This design comes from an exercise in tuning for small area, a short achievable clock period and few clock cycles on the open sky130 flow, not from production work. No run shown here included a check of the RTL's function; only the layout flow was run.

[design/flow/flow/run.sh]
#!/bin/bash
# The standard layout (standard.sh, unchanged synthesis and steps), with one
# difference: the buffers that buffer_ports puts on every input and output port
# are sky130_fd_sc_hd__buf_1 cells instead of the larger delay buffers
# (clkdlybuf4s50_1) it picks by default.  The make output goes to
# standard.log; ORFS's own per-step logs stay under orfs/logs/.
set -euo pipefail
export BUFFER_PORTS_ARGS="-buffer_cell sky130_fd_sc_hd__buf_1"
bash standard.sh > standard.log 2>&1
[design/flow/standard.sh]
#!/bin/bash
# synth_recipe.tcl (not shown) runs the flow's synth.tcl, then flattens the netlist and writes it again
# the make line also repeats each setting of config.mk as NAME=value (left out here)
make -C /OpenROAD-flow-scripts/flow DESIGN_CONFIG=/design/flow/config.mk WORK_HOME=/design/flow/orfs CLKGATE_MAP_FILE= SYNTH_SCRIPT=/design/flow/synth_recipe.tcl "${@:-finish}"
[design/flow/config.mk]
export PLATFORM = sky130hd
export DESIGN_NAME = SIMON_CIPHER
export DESIGN_NICKNAME = SIMON_CIPHER
export VERILOG_FILES = /design/flow/design.v
export SDC_FILE = /design/flow/constraint.sdc
export NUM_CORES = 4
export LEC_CHECK = 0
export CAP_MARGIN = 20
export CORE_MARGIN = 2
export CORE_UTILIZATION = 50
export SETUP_SLACK_MARGIN = 3.2
export SLEW_MARGIN = 20
export TNS_END_PERCENT = 5
[design/flow/constraint.sdc]
create_clock -name core_clock -period 6.0 [get_ports {clk}]
set_input_delay 1.2000 -clock core_clock [delete_from_list [all_inputs] [get_ports {clk}]]
set_output_delay 1.2000 -clock core_clock [all_outputs]
set_load 0.01 [all_outputs]
[design/flow/design.v]
module SIMON_CIPHER(
    clk,
    rst,
    done,
    control,
    key,
    block_input,
    block_output
);
input clk, rst;
input [1:0] control;
input [255:0] key;
input [63:0] block_input;
output [63:0] block_output;
output done;
localparam R  = 4;           
localparam NC = 48 / R;      
localparam [61:0] ZJ = 62'b11110111001001010011000011101000000100011011010110011110001011;
reg         busy;
reg         lmode;            
reg         half;             
reg         bhold;            
reg         prep;             
reg         dir;              
reg  [R-1:0] kdir;            
reg  [$clog2(NC+1)-1:0] cnt;
reg  [255:0] fw;              
reg  [255:0] bw;              
reg  [31:0] p, q;             
assign done = !busy;
assign block_output = dir ? {q, p} : {p, q};
function [31:0] g;            
  input [31:0] t;
  g = {t[2:0], t[31:3]} ^ {t[3:0], t[31:4]};
endfunction
function [31:0] fr;           
  input [31:0] x;
  fr = ({x[30:0], x[31]} & {x[23:0], x[31:24]}) ^ {x[29:0], x[31:30]};
endfunction
function [(NC+1)*R-1:0] ztab;
  input fwd;
  integer c, i;
  begin
    ztab = 0;
    for (c = 0; c <= NC; c = c + 1)
      for (i = 0; i < R; i = i + 1)
        ztab[R*c+i] = fwd ? ZJ[(R * c + 62 - R + i) % 62]
                          : ZJ[(R * (NC - 1 - c) + 124 + i) % 62];
  end
endfunction
localparam [(NC+1)*R-1:0] ZF_TAB = ztab(1'b1);
localparam [(NC+1)*R-1:0] ZB_TAB = ztab(1'b0);
wire [R-1:0] zf = ZF_TAB[R*cnt +: R];
wire [R-1:0] zb = (!busy && half) ? ZJ[R-1:0] : ZB_TAB[R*cnt +: R];
wire [255:0] fw_next, bw_next;
wire [31:0] fnew [0:R];
assign fnew[0] = fw[255:224];
genvar j;
generate
  for (j = 0; j < R; j = j + 1) begin : kf
    assign fnew[j+1] = fw[32*j +: 32] ^ g(fnew[j]) ^ {31'h3FFFFFFE, zf[j]};
    assign fw_next[32*(8-R+j) +: 32] = fnew[j+1];
    assign bw_next[32*j +: 32] = bw[32*(8-R+j) +: 32] ^ g(bw[32*(7-R+j) +: 32])
                                 ^ {31'h3FFFFFFE, zb[j]};
  end
  assign fw_next[32*(8-R)-1:0] = fw[255:32*R];
  assign bw_next[255:32*R] = bw[32*(8-R)-1:0];
endgenerate
wire [31:0] x [0:R+1];
assign x[0] = p;
assign x[1] = q;
generate
  for (j = 0; j < R; j = j + 1) begin : rnd
    wire [31:0] rk = (kdir[j] ^ j[0]) ? fw[32*j +: 32] : bw[32*(R-1-j) +: 32];
    assign x[j+2] = rk ^ x[j] ^ fr(x[j+1]);
  end
endgenerate
wire last = lmode ? (cnt == 1) : (cnt == NC);
wire rounds = busy && !prep && cnt != 0;
generate
  for (j = 0; j < R; j = j + 1) begin : kd
    always @(posedge clk)
      if (!busy && (j < 2 || control != 2'b00)) kdir[j] <= control[0] ^ j[0];
  end
endgenerate
always @(posedge clk) begin
  if (rst) begin
    busy <= 1'b1;
    cnt <= NC;
    lmode <= 1'b0;
    prep <= 1'b0;
    half <= 1'b0;
  end else if (!busy) begin
    if (control != 2'b00) begin
      busy <= 1'b1;
      cnt <= 1;
      lmode <= (control == 2'b01);
      bhold <= half;
      prep <= half && (control == 2'b10);
      half <= 1'b0;
      if (control[1]) dir <= control[0];
    end
  end else if (last) begin
    cnt <= 0;
    if (prep) begin
      prep <= 1'b0;
      bhold <= 1'b0;
    end else begin
      busy <= 1'b0;
    end
    half <= lmode;
    lmode <= 1'b0;
  end else begin
    cnt <= cnt + 1'b1;
  end
end
always @(posedge clk) begin
  if (!busy) begin
    if (control == 2'b01) fw <= key;
    else if (control[1] && !half) fw <= fw_next;
  end else if (lmode) begin
  end else if (last) begin
    fw <= bw_next;
  end else begin
    fw <= fw_next;
  end
end
always @(posedge clk) begin
  if (!busy) begin
    if (control[1]) bw <= bw_next;
  end else if (last) begin
    bw <= fw_next;
  end else if (!bhold) begin
    bw <= bw_next;
  end
end
always @(posedge clk) begin
  if (!busy) begin
    if (control == 2'b11) begin
      p <= block_input[31:0];
      q <= block_input[63:32];
    end else if (control == 2'b10) begin
      p <= block_input[63:32];
      q <= block_input[31:0];
    end
  end else if (rounds) begin
    p <= x[R];
    q <= x[R+1];
  end
end
endmodule
==> results.json, run 1 <==
{
  "antenna_cells": 0,
  "clock_path_buffers": 3,
  "grt_antenna_before_repair": 5,
  "max_freq_ghz": 0.2844,
  "r2r_cells": 12,
  "synthTopCellsByCount": "582 x edfxtp_1, 504 x xnor2_1, 299 x nor2_1, 276 x o21ai_0, 194 x mux2i_1",
  "grt_pass1_wl_um": 218600,
  "vias": 31220,
  "drive_gt1_share_pct": 23.70,
  "cts_tree": "done",
  "design.die.area_um2": 77790,
  "dp.cells": 4453,
  "relSlewSlack_pct": 25.24,
  "cts_hold_buf": 0,
  "synth_edf_count": 582,
  "syn-num-nets": 3576,
  "min_to": "half",
  "cp-end-kind": "register",
  "ys_seq_area_share_pct": 46.67,
  "gp_congestion": 0.9972,
  "cap_violations": 0,
  "path_delay_family": "XOR/XNOR gates",
  "arrival_ps": 3980,
  "path_cells": "buf_6, buf_16, mux2i_4, xnor3_2, buf_4, buf_4, xnor2_4, xnor3_2, and3_4, nor4_4, xnor3_1, mux2i_1",
  "synth_area_um2": 37790,
  "hold_violations": 0,
  "design.core.area_um2": 74570,
  "synth_top_area_share_pct": 46.25,
  "finalNetCount": 4155,
  "ctsHtreeMaxLevel": 3,
  "drv_slew": 0,
  "required_ps": 6460,
  "totalWireLength_um": 159200,
  "hpwl_um": 114200,
  "syn2layout_area_growth_pct": 28.02,
  "grt_pass1_vias": 28960,
  "viasPerCell": 6.440,
  "finalInstanceArea_um2": 48380,
  "r2r_end": "q[29]",
  "syn_area_per_cell_um2": 11.64,
  "drc": 0,
  "overflow": 0,
  "path_clk_slew_ps": 60,
  "synth.area.top_cells": "edfxtp_1 46%, xnor2_1 12%, mux2i_1 5.1%, xnor3_1 4.5%, o21ai_0 3.7%",
  "fp.dieW_um": 278.9,
  "drt_iter0_drc": 4903,
  "fillers": 5823,
  "ant_nets": 0,
  "critPathMaxFanout": 6,
  "async_flop_share_pct": 0,
  "status": "complete, no violations",
  "worst_pin_slew_ps": 1119,
  "stdcell_count": 4847,
  "yosys_warnings": 1,
  "min_path_cells": 2,
  "die_h_um": 278.9,
  "port_buffers": 388,
  "finalCriticalPeriod_ps": 3516,
  "start_util_pct": 50.67,
  "rr_startpoint": "kdir[0]",
  "syn_inst": 3247,
  "worst_setup_path_start_kind": "register",
  "routedWlPerCell_um": 32.85,
  "yosysUniqueCellTypes": 41,
  "multiInputGateArea_um2": 22660,
  "max_stage_delay_ps": 510,
  "first_pass_iters": 7,
  "whs_ps": 504.1,
  "rsz0062_at_grt": "yes",
  "ys_ff_latch": 590,
  "critPathSlowestCell": "xnor3_2",
  "reg2reg_setup_slack_ps": 2480,
  "yosysMostFrequentCell": "edfxtp_1",
  "rows": 100,
  "cts_buffers": 70,
  "insertion_delay_ps": 650,
  "fin_skew_ps": 38.77,
  "period_share_pct": 58.61,
  "min_from": "half",
  "setup_viol": 0,
  "critPathBufInv": 4,
  "worstSetupPathType": "reg -> reg",
  "grt_use_total_pct": 39.74,
  "synth_top_area_cell": "edfxtp_1",
  "placed_area_um2": 40240,
  "clockRootBuffer": "clkbuf_16",
  "synth_ff_type": "edfxtp_1",
  "fin_util_pct": 64.88,
  "grt_max_degree": 185,
  "register_area_um2": 17650,
  "hold_class": "reg -> reg",
  "ios": 389,
  "numClockSinks": 590
}
## through the flow
stage / setup TNS [ps] / worst slack (ps)
2_1_floorplan: -144670 / -348.5
3_3_place_gp: 0 / 1316
3_5_place_dp: 0 / 1362
4_1_cts: 0 / 2575
5_1_grt: 0 / 2409
6_report: 0 / 2484
## placed cells by master, fill, tap and decap left out, types with 17 or more instances in the layout
| master | n |
|---|---|
| a21oi_4 | 18 |
| buf_4 | 234 |
| nor2_4 | 28 |
| clkinv_1 | 26 |
| clkbuf_16 | 74 |
| xnor2_2 | 84 |
| buf_1 | 387 |
| xor2_4 | 17 |
| xnor3_2 | 53 |
| nor2_1 | 263 |
| xor2_2 | 26 |
| mux2i_1 | 141 |
| a211oi_1 | 36 |
| mux2i_4 | 31 |
| a21oi_1 | 158 |
| xor2_1 | 103 |
| a221o_1 | 124 |
| or2_4 | 20 |
| edfxtp_1 | 582 |
| and3_1 | 34 |
| and3_4 | 27 |
| xnor3_1 | 44 |
| buf_6 | 25 |
| mux2_2 | 64 |
| buf_12 | 41 |
| a22oi_1 | 134 |
| xnor2_4 | 44 |
| xnor2_1 | 408 |
| o21ai_0 | 274 |
| nand2_1 | 181 |
| nor4_4 | 20 |
| mux2i_2 | 22 |
## area by class of cell
class,instances,area share [%]
Tap cell,969,2.506
Multi-Input combinational cell,2457,46.84
Inverter,6,0.04655
Clock buffer,80,3.742
Sequential cell,590,36.48
Timing Repair Buffer,701,9.636
Clock inverter,44,0.7423
## sequential cells by signal, indices dropped and copies added (netlist names)
register  flops
p            32
dir           1
bhold         1
half          1
cnt           4
q            32
fw          256
bw          256
prep          1
busy          1
kdir          4
lmode         1
## worst max path at each step
stage,endpoint,slack (ps),from,depth (start not counted)
3_5_place_dp,q[23],1360,kdir[0],9
6_report,q[29],2480,kdir[0],12
2_1_floorplan,fw[0],-350,control[1],5
5_1_grt,q[23],2410,kdir[0],12
3_3_place_gp,q[23],1320,kdir[0],9
4_1_cts,q[23],2580,kdir[0],11
## layer usage
layer | vias up | part of all wire (%) | track usage, %
met1 | 15500 | 39 | 56.54
met2 | 2284 | 45 | 62.32
met3 | 321 | 12 | 6.928
li1 | 13110 | - | -
met5 | - | 0.0075 | 0
met4 | 2 | 4.4 | 12.20
## worst min-delay path, cell delays in order (launching register included)
cell and delay [ps]:
dfxtp_1 320, nand2_1 70, a21oi_1 70
## cell families after synthesis
family                   synth area share, %
AO/OA/AOI/OAI                          12.92
XOR/XNOR                               23.74
adder cells (fa/ha/maj)               0.1656
buffers and inverters                  2.149
flip-flops                             46.67
multiplexers                           7.165
AND/OR/NAND/NOR                        7.185
## timing repair
action,4_1_cts,5_1_grt
gates cloned,7,4
setup buffers,176,83
resized for setup,404,198
endpoints found under the setup margin,1174,897
hold endpoints to repair,0,0
pin swaps,70,69
==> run 2, diff against run 1 <==
==> design/flow/run.sh (new file) <==
#!/bin/bash
# synth_recipe.tcl (not shown) runs the flow's synth.tcl, then flattens the netlist and writes it again
# the make line also repeats each setting of config.mk as NAME=value (left out here)
make -C /OpenROAD-flow-scripts/flow DESIGN_CONFIG=/design/flow/config.mk WORK_HOME=/design/flow/orfs CLKGATE_MAP_FILE= SYNTH_SCRIPT=/design/flow/synth_recipe.tcl finish
removed: design/flow/flow/run.sh
removed: design/flow/standard.sh
==> run 2 against run 1 <==
  * Synthesized cell count did not move
  * Area after synthesis did not move
  * Sequential cell count did not move
  * Routed wire length rose by 4.2%
  * Final cell count rose by 0.68%
  * Core utilization rose by 3.8 points
  * Fmax fell by 0.61%
  * Sequential share of layout area fell by 2.0 points
==> results.json, run 2 <==
{
  "synth_top_family_by_area": "XOR/XNOR gates",
  "stdcell_count": 4880,
  "critPathMaxFanout": 13,
  "hold_class": "reg -> reg",
  "overflow": 0,
  "synthMuxAreaShare_pct": 7.165,
  "design.core.area_um2": 74570,
  "period_share_pct": 58.96,
  "synth_top_area_share_pct": 46.25,
  "finalNetCount": 4191,
  "drt_iter0_drc": 5191,
  "r2r_cells": 8,
  "async_flop_share_pct": 0,
  "layout_common_cells": "582 x edfxtp_1, 387 x xnor2_1, 387 x clkdlybuf4s50_1",
  "insertion_delay_ps": 640,
  "totalWireLength_um": 165900,
  "setup_ws_ps": 2462,
  "fillers": 5391,
  "required_ps": 6370,
  "path_delay_family": "XOR/XNOR gates",
  "setup_viol": 0,
  "cp-end-kind": "register",
  "ios": 389,
  "fin_setup_tns_ps": 0,
  "synth_area_um2": 37790,
  "min_from": "half",
  "drc": 0,
  "finalCriticalPeriod_ps": 3538,
  "syn_area_per_cell_um2": 11.64,
  "ys_ff_latch": 590,
  "reg_top3": "bw (256), fw (256)",
  "max_freq_ghz": 0.2827,
  "start_util_pct": 50.67,
  "synth-compound-area-share_pct": 12.92,
  "hpwl_um": 117300,
  "grt_max_degree": 206,
  "drv_slew": 0,
  "rsz0062_at_grt": "yes",
  "synthTopCellsByCount": "582 x edfxtp_1, 504 x xnor2_1, 299 x nor2_1, 276 x o21ai_0, 194 x mux2i_1",
  "reg2reg_setup_slack_ps": 2460,
  "yosysMostFrequentCell": "edfxtp_1",
  "synth_xor_area_share_pct": 23.74,
  "synth-simple-area-share_pct": 7.185,
  "final_common_cell": "edfxtp_1",
  "arrival_ps": 3910,
  "drive_gt1_share_pct": 25.04,
  "design.die.area_um2": 77790,
  "yosysUniqueCellTypes": 41,
  "synth_edf_count": 582,
  "path_clk_slew_ps": 60,
  "yosys_warnings": 1,
  "critPathSlowestCell": "mux2i_1",
  "ctsHtreeMaxLevel": 3,
  "cts_tree": "done",
  "status": "complete, no violations",
  "hold_violations": 0,
  "cts_buffers": 70,
  "dp.cells": 4447,
  "worstSetupPathType": "reg -> reg",
  "yosys.area_share.adder_pct": 0.1656,
  "syn2layout_area_growth_pct": 35.61,
  "worst_setup_path_start_kind": "register",
  "ant_nets": 0,
  "gp_congestion": 0.9924,
  "grt_pass1_vias": 29000,
  "r2r_end": "q[29]",
  "viasPerCell": 6.531,
  "clockRootBuffer": "clkbuf_16",
  "register_area_um2": 17650,
  "synth.area.top_cells": "edfxtp_1 46%, xnor2_1 12%, mux2i_1 5.1%, xnor3_1 4.5%, o21ai_0 3.7%",
  "port_buffers": 388,
  "min_to": "half",
  "die_h_um": 278.9,
  "critPathBufInv": 1,
  "rows": 100,
  "first_pass_iters": 6,
  "rr_startpoint": "kdir[2]",
  "numClockSinks": 590,
  "synth_top_area_cell": "edfxtp_1",
  "max_stage_delay_ps": 800,
  "routedWlPerCell_um": 34.00,
  "fp.dieW_um": 278.9,
  "grt_antenna_before_repair": 7,
  "vias": 31870,
  "preCtsSetupSlack_ps": 624.9,
  "multiInputGateArea_um2": 22630,
  "cap_violations": 0,
  "min_path_cells": 2,
  "fin_skew_ps": 23.25,
  "ys_seq_area_share_pct": 46.67,
  "syn_inst": 3247,
  "grt_use_total_pct": 41.11,
  "worst_pin_slew_ps": 1031,
  "grt_pass1_wl_um": 224000,
  "synth_ff_type": "edfxtp_1",
  "syn-num-nets": 3576,
  "path_cells": "buf_4, mux2i_1, xor2_1, xnor3_1, and3_1, or2_1, xnor3_1, mux2i_1",
  "clock_path_buffers": 3,
  "relSlewSlack_pct": 31.25
}
==> run 2: cell count changes in the layout (fill, tap and decap cells not counted), moves of 11 or more <==
cell	delta
mux2i_1	+19
clkinv_1	-17
xnor2_2	+20
clkdlybuf4s50_1	+387
xor2_1	-14
mux2i_4	-23
buf_6	+13
buf_1	-387
buf_4	+20
xor2_2	+11
xnor2_1	-21
==> run 2: area by class of cell <==
| class | instances | share of cell area [%] |
|---|---|---|
| Antenna cell | 1 | 0.004883 |
| Clock buffer | 88 | 3.633 |
| Clock inverter | 32 | 0.6763 |
| Inverter | 6 | 0.05371 |
| Multi-Input combinational cell | 2456 | 44.16 |
| Sequential cell | 590 | 34.44 |
| Tap cell | 969 | 2.366 |
| Timing Repair Buffer | 738 | 14.67 |
==> run 2: per-layer routing <==
metal  vias up  global-route usage, %  wire length [um]
li1      13180                      -                 -
met2      2573                  62.55             72600
met3       447                  9.631             22320
met4         6                  16.85              9115
met5         -                      0                49
met1     15670                  56.80             61840
==> run 2: stage by stage <==
step,utilization (%),area [um2],hold slack [ps]
2_1_floorplan,-,37860,444.4
3_3_place_gp,57.20,42650,456.2
3_5_place_dp,57.20,42650,466.0
4_1_cts,64.35,47990,474.9
5_1_grt,68.72,51240,491.5
6_report,68.72,51250,477.9
==> run 2: kinds of logic after synthesis <==
family | count (synthesis)
AOI/OAI and AO/OA | 764
xor gates and xnor gates | 802
adders and majority gates | 5
buffers and inverters | 203
DFF | 590
muxes | 260
and+or+nand+nor | 623
==> run 2: worst max path at each step <==
| stage | endpoint | cells after the start | start | slack (ps) |
|---|---|---|---|---|
| global route | q[9] | 9 | q[2] | 2460 |
| floorplan | fw[0] | 5 | control[1] | -350 |
| CTS | q[22] | 10 | kdir[0] | 2520 |
| finish | q[29] | 8 | kdir[2] | 2460 |
| global placement | q[22] | 9 | kdir[0] | 780 |
| detailed placement | q[22] | 9 | kdir[0] | 620 |
==> run 2: tightest hold or removal path, cell delays in order, from the launching register on <==
cell,delay [ps]
dfxtp_1,320
nand2_1,60
a21oi_1,60
==> run 2: what timing repair did <==
item | in CTS | in global routing
hold endpoints to repair | 0 | 0
pin swaps | 62 | 143
resized for setup | 333 | 296
hold buffers | 0 | 0
gates cloned | 10 | 1
setup buffers | 128 | 173
setup endpoints to repair | 1126 | 924
==> run 3, diff against run 2 <==
--- a/design/flow/design.v
+++ b/design/flow/design.v
@@ -18,9 +18,6 @@
 localparam [61:0] ZJ = 62'b11110111001001010011000011101000000100011011010110011110001011;
 reg         busy;
 reg         lmode;            
-reg         half;             
-reg         bhold;            
-reg         prep;             
 reg         dir;              
 reg  [R-1:0] kdir;            
 reg  [$clog2(NC+1)-1:0] cnt;
@@ -51,7 +48,7 @@
 localparam [(NC+1)*R-1:0] ZF_TAB = ztab(1'b1);
 localparam [(NC+1)*R-1:0] ZB_TAB = ztab(1'b0);
 wire [R-1:0] zf = ZF_TAB[R*cnt +: R];
-wire [R-1:0] zb = (!busy && half) ? ZJ[R-1:0] : ZB_TAB[R*cnt +: R];
+wire [R-1:0] zb = (lmode && cnt == 2) ? ZJ[R-1:0] : ZB_TAB[R*cnt +: R];
 wire [255:0] fw_next, bw_next;
 wire [31:0] fnew [0:R];
 assign fnew[0] = fw[255:224];
@@ -75,8 +72,7 @@
     assign x[j+2] = rk ^ x[j] ^ fr(x[j+1]);
   end
 endgenerate
-wire last = lmode ? (cnt == 1) : (cnt == NC);
-wire rounds = busy && !prep && cnt != 0;
+wire last = (cnt == NC);
 generate
   for (j = 0; j < R; j = j + 1) begin : kd
     always @(posedge clk)
@@ -87,29 +83,16 @@
   if (rst) begin
     busy <= 1'b1;
     cnt <= NC;
-    lmode <= 1'b0;
-    prep <= 1'b0;
-    half <= 1'b0;
   end else if (!busy) begin
     if (control != 2'b00) begin
       busy <= 1'b1;
       cnt <= 1;
       lmode <= (control == 2'b01);
-      bhold <= half;
-      prep <= half && (control == 2'b10);
-      half <= 1'b0;
       if (control[1]) dir <= control[0];
     end
   end else if (last) begin
+    busy <= 1'b0;
     cnt <= 0;
-    if (prep) begin
-      prep <= 1'b0;
-      bhold <= 1'b0;
-    end else begin
-      busy <= 1'b0;
-    end
-    half <= lmode;
-    lmode <= 1'b0;
   end else begin
     cnt <= cnt + 1'b1;
   end
@@ -117,8 +100,7 @@
 always @(posedge clk) begin
   if (!busy) begin
     if (control == 2'b01) fw <= key;
-    else if (control[1] && !half) fw <= fw_next;
-  end else if (lmode) begin
+    else if (control[1]) fw <= fw_next;
   end else if (last) begin
     fw <= bw_next;
   end else begin
@@ -128,9 +110,9 @@
 always @(posedge clk) begin
   if (!busy) begin
     if (control[1]) bw <= bw_next;
-  end else if (last) begin
+  end else if (last || (lmode && cnt == 1)) begin
     bw <= fw_next;
-  end else if (!bhold) begin
+  end else if (!lmode || cnt == 2) begin
     bw <= bw_next;
   end
 end
@@ -143,7 +125,7 @@
       p <= block_input[63:32];
       q <= block_input[31:0];
     end
-  end else if (rounds) begin
+  end else begin
     p <= x[R];
     q <= x[R+1];
   end
--- a/design/flow/config.mk
+++ b/design/flow/config.mk
@@ -7,7 +7,7 @@
 export LEC_CHECK = 0
 export CAP_MARGIN = 20
 export CORE_MARGIN = 2
-export CORE_UTILIZATION = 50
+export CORE_UTILIZATION = 40
 export SETUP_SLACK_MARGIN = 3.2
 export SLEW_MARGIN = 20
 export TNS_END_PERCENT = 5
==> run 3 against run 2 <==
  * Non-clock buffer count rose by 50
  * Highest routed layer unchanged
  * Core utilization fell by 15 points
==> results.json, run 3 <==
{
  "status": "complete, no violations",
  "overflow": 0,
  "hold_violations": 0,
  "layout_common_cells": "630 x nand2_1, 582 x edfxtp_1, 358 x xnor2_1",
  "drc": 0,
  "path_delay_family": "XOR/XNOR gates",
  "reg_top3": "bw (256), fw (256)",
  "numClockSinks": 587,
  "first_pass_iters": 8,
  "final_common_cell": "nand2_1",
  "synth.area.top_cells": "edfxtp_1 42%, xnor2_1 9.5%, xnor3_1 6.2%, nand2_1 5.7%, mux2i_1 4.7%",
  "required_ps": 6480,
  "hpwl_um": 129000,
  "fin_setup_tns_ps": 0,
  "drive_gt1_share_pct": 23.02,
  "routedWlPerCell_um": 29.47,
  "fin_skew_ps": 31.59,
  "clock_path_buffers": 3,
  "reg2reg_setup_slack_ps": 2570,
  "viasPerCell": 5.924,
  "fin_util_pct": 53.65,
  "startpoint": "kdir[0]",
  "synth_top_area_cell": "edfxtp_1",
  "grt_pass1_wl_um": 247000,
  "synth_edf_count": 582,
  "setup_ws_ps": 2565,
  "worst_setup_path_start_kind": "register",
  "path_depth": 11,
  "rr_startpoint": "kdir[0]",
  "cts_buffers": 71,
  "syn2layout_area_growth_pct": 33.39,
  "synth_ff_type": "edfxtp_1",
  "finalInstanceArea_um2": 55370,
  "worstSetupPathType": "reg -> reg",
  "ctsHtreeMaxLevel": 3,
  "grt_pass1_vias": 33130,
  "grt_max_degree": 190,
  "design.die.area_um2": 106400,
  "critPathSlowestCell": "xnor3_2",
  "setup_viol": 0,
  "yosys_warnings": 1,
  "relSlewSlack_pct": 28.96,
  "placed_area_um2": 46740,
  "rows": 118,
  "rsz0062_at_grt": "yes",
  "max_freq_ghz": 0.2911,
  "cts_tree": "done",
  "antenna_cells": 0,
  "synth_top_area_share_pct": 42.10,
  "ios": 389,
  "start_util_pct": 40.22,
  "finalNetCount": 5000,
  "max_stage_delay_ps": 530,
  "hold_class": "reg -> reg",
  "async_flop_share_pct": 0,
  "synthTopCellsByCount": "631 x nand2_1, 582 x edfxtp_1, 448 x xnor2_1, 386 x nor2_1, 307 x o21ai_0",
  "path_cells": "buf_4, buf_12, mux2i_2, xnor3_2, buf_12, nor2_4, xnor3_2, and3_4, nor4_4, xnor3_1, mux2i_1",
  "period_share_pct": 57.25,
  "syn_inst": 4085,
  "ant_nets": 0,
  "critPathMaxFanout": 16,
  "r2r_cells": 11,
  "ys_ff_latch": 587,
  "vias": 36160,
  "design.core.area_um2": 103200,
  "path_clk_slew_ps": 60,
  "synth_area_um2": 41510,
  "grt_use_total_pct": 32.50,
  "syn_area_per_cell_um2": 10.16,
  "finalCriticalPeriod_ps": 3435,
  "cp-end-kind": "register",
  "cap_violations": 0,
  "drv_slew": 0,
  "totalWireLength_um": 179900,
  "insertion_delay_ps": 650,
  "port_buffers": 388,
  "yosysUniqueCellTypes": 48,
  "grt_antenna_before_repair": 4,
  "whs_ps": 580.1,
  "gp_congestion": 0.9896,
  "arrival_ps": 3920,
  "worst_pin_slew_ps": 1066,
  "drt_iter0_drc": 5437,
  "r2r_end": "q[8]",
  "ys_seq_area_share_pct": 42.34,
  "crit_end": "q[8]",
  "clockRootBuffer": "clkbuf_16",
  "critPathBufInv": 3,
  "preCtsSetupSlack_ps": 1314,
  "die_h_um": 326.1,
  "fp.dieW_um": 326.1,
  "yosysMostFrequentCell": "nand2_1",
  "syn-num-nets": 4414
}
[run 3: cell types whose count changed after synthesis, sizes merged, moves of 87 or more]
cell	delta
nand2	+447
a211oi	+144
a22oi	-130
a31oi	+127
a221o	-123
nor2	+87
[run 3: cell type report]
class / instances / area, um2
Tap cell: 1380 / 1727
Clock buffer: 97 / 1896
Sequential cell: 587 / 17590
Timing Repair Buffer: 788 / 7611
Multi-Input combinational cell: 3214 / 26090
Clock inverter: 28 / 380.4
Inverter: 9 / 70.07
Fill cell: 8949 / 47830
[run 3: timing repair]
item | CTS | global route
pin swaps | 106 | 101
endpoints found under the setup margin | 1154 | 1101
hold buffers | 0 | 0
gates resized for setup | 576 | 217
buffers inserted | 186 | 153
gates cloned | 6 | 3
[run 3: cells by family (layout without fill, tap and decap cells)]
kind of cell | count (synthesis) | in the layout | share of synthesized area, %
and+or+nand+nor | 1165 | 1168 | 11.47
AOI/OAI and AO/OA | 992 | 992 | 14.10
xor gates and xnor gates | 788 | 788 | 22.75
DFF | 587 | 587 | 42.34
buffers and inverters | 287 | 922 | 2.692
muxes | 261 | 261 | 6.493
adders and majority gates | 5 | 5 | 0.1507
[run 3: tightest hold or removal path: stages (launching register included)]
cell and delay [ps]:
dfxtp_4 400, a32oi_1 70, nor2_1 70
[run 3: worst min-delay path by stage]
| stage | start | endpoint | slack [ps] | depth (start not counted) |
|---|---|---|---|---|
| final | cnt[1] | cnt[1] | 580 | 2 |
| after detailed placement | fw[159] | bw[31] | 570 | 2 |
| after global placement | fw[159] | bw[31] | 560 | 2 |
| after CTS | fw[159] | bw[31] | 580 | 2 |
| after global routing | cnt[1] | cnt[1] | 600 | 2 |
| after floorplan | bw[33] | bw[161] | 540 | 2 |
[run 3: through the flow]
stage,cells
3_5_place_dp,5630
4_1_cts,5947
3_3_place_gp,5630
2_1_floorplan,4085
6_report,6103
5_1_grt,6103
[run 3: routing by layer]
metal	part of all wire, %	routed length [um]	track usage, %	vias to the layer above
met1	40	72660	45.67	17750
met2	44	79580	49.46	2229
met5	0.017	30	0	-
met3	11	19550	6.290	332
met4	4.5	8042	12.67	4
li1	-	-	-	15840
==> run 4, diff against run 3 <==
--- a/design/flow/design.v
+++ b/design/flow/design.v
@@ -19,8 +19,7 @@
 reg         busy;
 reg         lmode;            
 reg         dir;              
-reg  [R-1:0] kdir;            
-reg  [$clog2(NC+1)-1:0] cnt;
+reg  [3:0]  cnt;
 reg  [255:0] fw;              
 reg  [255:0] bw;              
 reg  [31:0] p, q;             
@@ -34,7 +33,7 @@
   input [31:0] x;
   fr = ({x[30:0], x[31]} & {x[23:0], x[31:24]}) ^ {x[29:0], x[31:30]};
 endfunction
-function [(NC+1)*R-1:0] ztab;
+function [16*R-1:0] ztab;
   input fwd;
   integer c, i;
   begin
@@ -45,8 +44,8 @@
                           : ZJ[(R * (NC - 1 - c) + 124 + i) % 62];
   end
 endfunction
-localparam [(NC+1)*R-1:0] ZF_TAB = ztab(1'b1);
-localparam [(NC+1)*R-1:0] ZB_TAB = ztab(1'b0);
+localparam [16*R-1:0] ZF_TAB = ztab(1'b1);
+localparam [16*R-1:0] ZB_TAB = ztab(1'b0);
 wire [R-1:0] zf = ZF_TAB[R*cnt +: R];
 wire [R-1:0] zb = (lmode && cnt == 2) ? ZJ[R-1:0] : ZB_TAB[R*cnt +: R];
 wire [255:0] fw_next, bw_next;
@@ -68,17 +67,11 @@
 assign x[1] = q;
 generate
   for (j = 0; j < R; j = j + 1) begin : rnd
-    wire [31:0] rk = (kdir[j] ^ j[0]) ? fw[32*j +: 32] : bw[32*(R-1-j) +: 32];
+    wire [31:0] rk = dir ? fw[32*j +: 32] : bw[32*(R-1-j) +: 32];
     assign x[j+2] = rk ^ x[j] ^ fr(x[j+1]);
   end
 endgenerate
 wire last = (cnt == NC);
-generate
-  for (j = 0; j < R; j = j + 1) begin : kd
-    always @(posedge clk)
-      if (!busy && (j < 2 || control != 2'b00)) kdir[j] <= control[0] ^ j[0];
-  end
-endgenerate
 always @(posedge clk) begin
   if (rst) begin
     busy <= 1'b1;
--- a/design/flow/config.mk
+++ b/design/flow/config.mk
@@ -10,4 +10,3 @@
 export CORE_UTILIZATION = 40
 export SETUP_SLACK_MARGIN = 3.2
 export SLEW_MARGIN = 20
-export TNS_END_PERCENT = 5
==> run 4 against run 3 <==
  * Hold slack got worse by 4.3 ps
  * Final cell count up 4.7%
  * Final area up 6.2%
  * Worst setup slack lost 77 ps
==> results.json, run 4 <==
{
  "synth_edf_count": 578,
  "ctsHtreeMaxLevel": 3,
  "period_share_pct": 58.53,
  "multiInputGateArea_um2": 27850,
  "ys_seq_area_share_pct": 40.64,
  "hold_violations": 0,
  "ant_nets": 0,
  "rsz0062_at_grt": "yes",
  "antenna_cells": 0,
  "worst_setup_path_start_kind": "register",
  "insertion_delay_ps": 650,
  "port_buffers": 388,
  "required_ps": 6380,
  "syn2layout_area_growth_pct": 36.85,
  "grt_pass1_wl_um": 267400,
  "register_area_um2": 17480,
  "synth_top_area_cell": "edfxtp_1",
  "cts_hold_buf": 0,
  "status": "complete, no violations",
  "clock_path_buffers": 3,
  "die_h_um": 331.7,
  "totalWireLength_um": 199600,
  "start_util_pct": 40.24,
  "worstSetupPathType": "reg -> reg",
  "relSlewSlack_pct": 31.31,
  "cts_tree": "done",
  "cap_violations": 0,
  "drv_slew": 0,
  "synth.area.top_cells": "edfxtp_1 40%, xnor2_1 11%, xnor3_1 6.2%, nand2_1 5.6%, o21ai_0 4.2%",
  "viasPerCell": 6.129,
  "gp_congestion": 0.9784,
  "grt_use_total_pct": 34.06,
  "synth_top_area_share_pct": 40.41,
  "design.die.area_um2": 110000,
  "max_freq_ghz": 0.2848,
  "yosysUniqueCellTypes": 53,
  "design.core.area_um2": 106800,
  "vias": 39170,
  "finalCriticalPeriod_ps": 3512,
  "drc": 0,
  "async_flop_share_pct": 0,
  "path_clk_slew_ps": 70,
  "critPathMaxFanout": 6,
  "rows": 120,
  "grt_max_degree": 189,
  "syn_area_per_cell_um2": 10.06,
  "worst_pin_slew_ps": 1002,
  "synthTopCellsByCount": "639 x nand2_1, 578 x edfxtp_1, 531 x xnor2_1, 412 x nor2_1, 363 x o21ai_0",
  "clockRootBuffer": "clkbuf_16",
  "whs_ps": 575.8,
  "setup_ws_ps": 2488,
  "synth_ff_type": "edfxtp_1",
  "drt_iter0_drc": 6316,
  "first_pass_iters": 6,
  "fp.dieW_um": 331.7,
  "grt_pass1_vias": 35570,
  "hpwl_um": 131800,
  "setup_viol": 0,
  "hold_class": "reg -> reg",
  "reg_top3": "bw (256), fw (256)",
  "ios": 389,
  "overflow": 0,
  "yosys_warnings": 1,
  "grt_antenna_before_repair": 10,
  "syn-num-nets": 4597,
  "arrival_ps": 3890,
  "synth_area_um2": 42960,
  "final_common_cell": "nand2_1",
  "syn_inst": 4268,
  "drive_gt1_share_pct": 25.94,
  "fin_skew_ps": 25.85,
  "finalNetCount": 5270,
  "preCtsSetupSlack_ps": 1391,
  "yosysMostFrequentCell": "nand2_1",
  "fin_util_pct": 55.07,
  "routedWlPerCell_um": 31.23,
  "layout_common_cells": "636 x nand2_1, 578 x edfxtp_1, 396 x xnor2_1",
  "cp-end-kind": "register",
  "fillers": 9145,
  "numClockSinks": 583,
  "cts_buffers": 70,
  "ys_ff_latch": 583
}
[run 4: kinds of logic (layout without fill, tap and decap cells)]
kind of cell	Yosys count	after routing	share of synthesized area (%)
DFF	583	583	40.64
adders and majority gates	5	5	0.1456
xor gates and xnor gates	915	915	25.19
muxes	229	229	5.694
buffers and inverters	320	1037	2.983
and+or+nand+nor	1138	1141	10.44
AOI/OAI and AO/OA	1078	1078	14.90
[run 4: metal layers]
| metal | global-route usage (%) | vias up | wire length (um) |
|---|---|---|---|
| li1 | - | 16580 | - |
| met1 | 47.57 | 19120 | 77950 |
| met2 | 51.55 | 3068 | 86970 |
| met3 | 6.422 | 401 | 24350 |
| met4 | 14.87 | 6 | 10240 |
| met5 | 0 | - | 53 |
[run 4: worst max-delay path, cell delays in order, from the launching register on]
cell	delay, ps
edfxtp_1	840
xor2_1	250
mux2i_1	550
xnor2_1	280
xnor3_2	570
nor3_2	310
o22ai_1	140
xor2_1	210
a21oi_1	90
[run 4: what timing repair did]
item,4_1_cts,5_1_grt
resized for setup,726,332
cloned,23,10
pin swaps,190,178
setup endpoints to repair,1145,778
setup buffers,304,137
[run 4: path summary, 6_finish.rpt]
path	start	endpoint	slack, ps	cells after the start
setup / recovery	bw[120]	q[0]	2490	8
hold / removal	fw[160]	bw[32]	580	2
setup reg to reg	bw[120]	q[0]	2490	8
hold reg to reg	fw[160]	bw[32]	580	2
[run 4: through the flow]
stage | instances | setup TNS [ps] | area [um2]
final | 6391 | 0 | 58790
after global routing | 6391 | 0 | 58790
after CTS | 6244 | 0 | 55990
after detailed placement | 5798 | 0 | 48180
after global placement | 5798 | 0 | 48180
after floorplan | 4268 | -277560 | 43350
[run 4: area by class of cell]
cell class / count / share of cell area [%]
multi-input combinational: 3368 / 47.37
sequential: 583 / 29.73
timing repair buffer: 904 / 16.05
clock buffer: 89 / 3.244
tap: 1403 / 2.986
clock inverter: 30 / 0.4172
inverter: 8 / 0.1213
timing repair inverter: 6 / 0.08514

-- static timing again, ports no longer ideal --
The results above use ideal ports. As a check the final layouts listed here were re-extracted and re-timed, cells and wires unchanged.
Step 1 (the two cells are an assumption about what drives the block):
set clk [get_ports {clk}]
set_driving_cell -lib_cell sky130_fd_sc_hd__clkbuf_16 $clk
set_driving_cell -lib_cell sky130_fd_sc_hd__buf_2 [delete_from_list [all_inputs] $clk]
Step 2 moves the port delays by t, midway between the first and last clock arrival at a register: inputs arrive t later, outputs are due t later. That takes back most of the time a late clock gives input paths.
Slacks: ideal ports / drivers / drivers and shift; pairs: ideal ports / drivers.
| run | t (ns) | setup WS [ns] | worst setup path after step 2 | worst data-port slew with drivers (ns) |
|---|---|---|---|---|
| run 1 | 0.703 | 2.484 / 2.484 / 2.141 | input to register | 0.07 |
| run 2 | 0.696 | 2.462 / 2.462 / 2.011 | input to register | 0.07 |
| run 3 | 0.703 | 2.565 / 2.565 / 2.259 | input to register | 0.07 |
| run 4 | 0.716 | 2.488 / 2.488 / 2.324 | input to register | 0.06 |
After both steps every run listed still meets setup and hold. The setup slack of run 2, which loses most, moves by 0.000 ns with the drivers and by -0.451 ns with both steps.
